From an optimization exercise on the open Yosys and OpenROAD flow, aimed at small area and a short achievable clock period; shortcuts taken in it are not production practice.
The RTL was checked by simulation tests, not by an equivalence proof against the original design.
Power figures rest on the tool's default switching activity, not on a simulated workload.

## smp8
module smp8 (input clk, reset,
output reg [3:0] pc,
input [7:0] instr,
output reg [7:0] AC);
Size: about 650 cells after synthesis, roughly 150 flip-flops, about 22 I/O pins, roughly 6800 um2 of cells after synthesis.
Settings: LEC_CHECK=0, ABC_AREA=1, CAP_MARGIN=20, CORE_MARGIN=2, CORE_UTILIZATION=40, CTS_BUF_LIST=sky130_fd_sc_hd__clkbuf_8, SETUP_SLACK_MARGIN=1.8, SLEW_MARGIN=20; clock period 3.7 ns.
standard.sh (not shown) runs the stock make flow with config.mk's settings and CLKGATE_MAP_FILE= SYNTH_SCRIPT=/design/flow/synth_recipe.tcl, a recipe that flattens the netlist after the stock synthesis.
==> flow/flow/run.sh <==
#!/bin/bash
# Standard ORFS layout with two changes:
#  - Yosys's full-adder extraction is off, so ABC maps the adders itself;
#  - the port buffers that buffer_ports inserts are plain buf_4 cells
#    instead of the delay cells it otherwise picks.
export ADDER_MAP_FILE=
export BUFFER_PORTS_ARGS="-buffer_cell sky130_fd_sc_hd__buf_4"
bash standard.sh > standard.log 2>&1
The first run produced a clean layout.
Rerun with:
--- a/flow/flow/run.sh
+++ b/flow/flow/run.sh
@@ -4 +4 @@
-#  - the port buffers that buffer_ports inserts are plain buf_4 cells
+#  - the port buffers that buffer_ports inserts are plain buf_2 cells
@@ -7 +7 @@
-export BUFFER_PORTS_ARGS="-buffer_cell sky130_fd_sc_hd__buf_4"
+export BUFFER_PORTS_ARGS="-buffer_cell sky130_fd_sc_hd__buf_2"
- PLACE_DENSITY: not set -> 0.5
- SETUP_SLACK_MARGIN: 1.8 -> 1.75
What happened:
- worst setup slack loses 0.033 ns
- wire length is higher by 2.1%
- critical path depth is lower by 1
- clock skew is lower by 0.0059 ns
- cell count stays flat
- non-clock buffer count is higher by 1
- final area is lower by 1.8%
- via count is lower by 1.8%
- global-route usage is higher by 0.48 points
Rerun with:
- PLACE_DENSITY: 0.5 -> not set
Hold slack loses 0.0082 ns.
Power rose by 4.1%.
Area after synthesis stays the same.
Register-to-register slack loses 0.02 ns.
Rerun with:
--- a/flow/flow/run.sh
+++ b/flow/flow/run.sh
@@ -4 +4 @@
-#  - the port buffers that buffer_ports inserts are plain buf_2 cells
+#  - the port buffers that buffer_ports inserts are plain buf_4 cells
@@ -7 +7 @@
-export BUFFER_PORTS_ARGS="-buffer_cell sky130_fd_sc_hd__buf_2"
+export BUFFER_PORTS_ARGS="-buffer_cell sky130_fd_sc_hd__buf_4"
- PLACE_DENSITY: not set -> 0.85
The new run passed the timing, design-rule and antenna checks; fmax drops by about 8%; core utilization climbs by 1.1 points; routed wire length climbs by 2.9%; cell area climbs by 2.1%; sequential cell count is unchanged.


smp8 again, from the RTL that the note above started with.
==> flow/config.mk <==
export PLATFORM = sky130hd
export DESIGN_NAME = smp8
export DESIGN_NICKNAME = smp8
export VERILOG_FILES = /design/flow/design.v
export SDC_FILE = /design/flow/constraint.sdc
export NUM_CORES = 4
export LEC_CHECK = 0
export ABC_AREA = 1
export CAP_MARGIN = 20
export CORE_MARGIN = 2
export CORE_UTILIZATION = 40
export CTS_BUF_LIST = sky130_fd_sc_hd__clkbuf_8
export SETUP_SLACK_MARGIN = 1.7
export SLEW_MARGIN = 20
==> flow/constraint.sdc <==
create_clock -name core_clock -period 3.7 [get_ports {clk}]
set_input_delay 0.7400 -clock core_clock [delete_from_list [all_inputs] [get_ports {clk}]]
set_output_delay 0.7400 -clock core_clock [all_outputs]
set_load 0.01 [all_outputs]
==> flow/flow/run.sh <==
#!/bin/bash
# Standard ORFS layout with two changes:
#  - Yosys's full-adder extraction is off, so ABC maps the adders itself;
#  - the port buffers that buffer_ports inserts are plain buf_2 cells
#    instead of the delay cells it otherwise picks.
export ADDER_MAP_FILE=
export BUFFER_PORTS_ARGS="-buffer_cell sky130_fd_sc_hd__buf_2"
bash standard.sh > standard.log 2>&1
Rerun with:
--- a/flow/flow/run.sh
+++ b/flow/flow/run.sh
@@ -4 +4 @@
-#  - the port buffers that buffer_ports inserts are plain buf_2 cells
+#  - the port buffers that buffer_ports inserts are plain buf_4 cells
@@ -7 +7 @@
-export BUFFER_PORTS_ARGS="-buffer_cell sky130_fd_sc_hd__buf_2"
+export BUFFER_PORTS_ARGS="-buffer_cell sky130_fd_sc_hd__buf_4"
- GPL_TIMING_DRIVEN: default -> 0
- SETUP_SLACK_MARGIN: 1.7 -> 1.75
What happened: Power went up by 2.4%. Die area does not change. Global-route usage went up by 0.26 points. Clock-buffer cell count is unchanged. Cell area went up by 1.8%.
Rerun with:
- GPL_TIMING_DRIVEN: 0 -> default
Effect:
- The new run completed without violations
- global-route usage drops by 0.58 points
- cell count climbs slightly
- total power drops slightly
- synthesized cell count stays the same
- synthesized area is unchanged
- via count climbs by a few percent
- first-iteration DRC count climbs by well over a third
- worst setup slack improves by 0.0044 ns
- non-clock buffer count climbs by 7
Rerun with:
- CAP_MARGIN: 20 -> 0
- SLEW_MARGIN: 20 -> 0
After rerunning: The changed run passed the timing, design-rule and antenna checks; total power does not change; clock-buffer cell count does not change; sequential power stays flat; sequential cell count stays the same; core utilization is unchanged.

static timing again, ports no longer ideal:
The flow's constraints put no driver on any port. The routed layouts listed below were extracted and timed again, unchanged, in two steps. Step 1 assumes that a clkbuf_16 drives the clock port and a buf_2 every other input. Step 2 adds t to the input delays and takes it off the output delays; t is the mean of the earliest and latest rising clock arrival at the registers after step 1. Input paths then give back, and output paths get back, about the clock's delay inside the block. Three values: no drivers, after step 1, after step 2; two values: the first two.
run	shift t [ns]	slack for setup (ns)	worst data-port slew with drivers (ns)
the first run of note 1	0.488	1.728 / 1.698 / 1.210	0.06
the second run of note 1	0.474	1.695 / 1.668 / 1.194	0.07
the third run of note 1	0.498	1.763 / 1.727 / 1.247	0.07
the fourth run of note 1	0.488	1.598 / 1.523 / 1.034	0.11
the first run of note 2	0.491	1.649 / 1.662 / 1.171	0.07
the second run of note 2	0.486	1.755 / 1.740 / 1.254	0.07
the third run of note 2	0.488	1.760 / 1.745 / 1.270	0.07
the fourth run of note 2	0.488	1.760 / 1.745 / 1.270	0.07
After both steps every run listed still meets setup and hold. For the fourth run of note 1, which loses most, drivers alone change the setup slack by -0.075 ns; drivers and shift together by -0.564 ns.
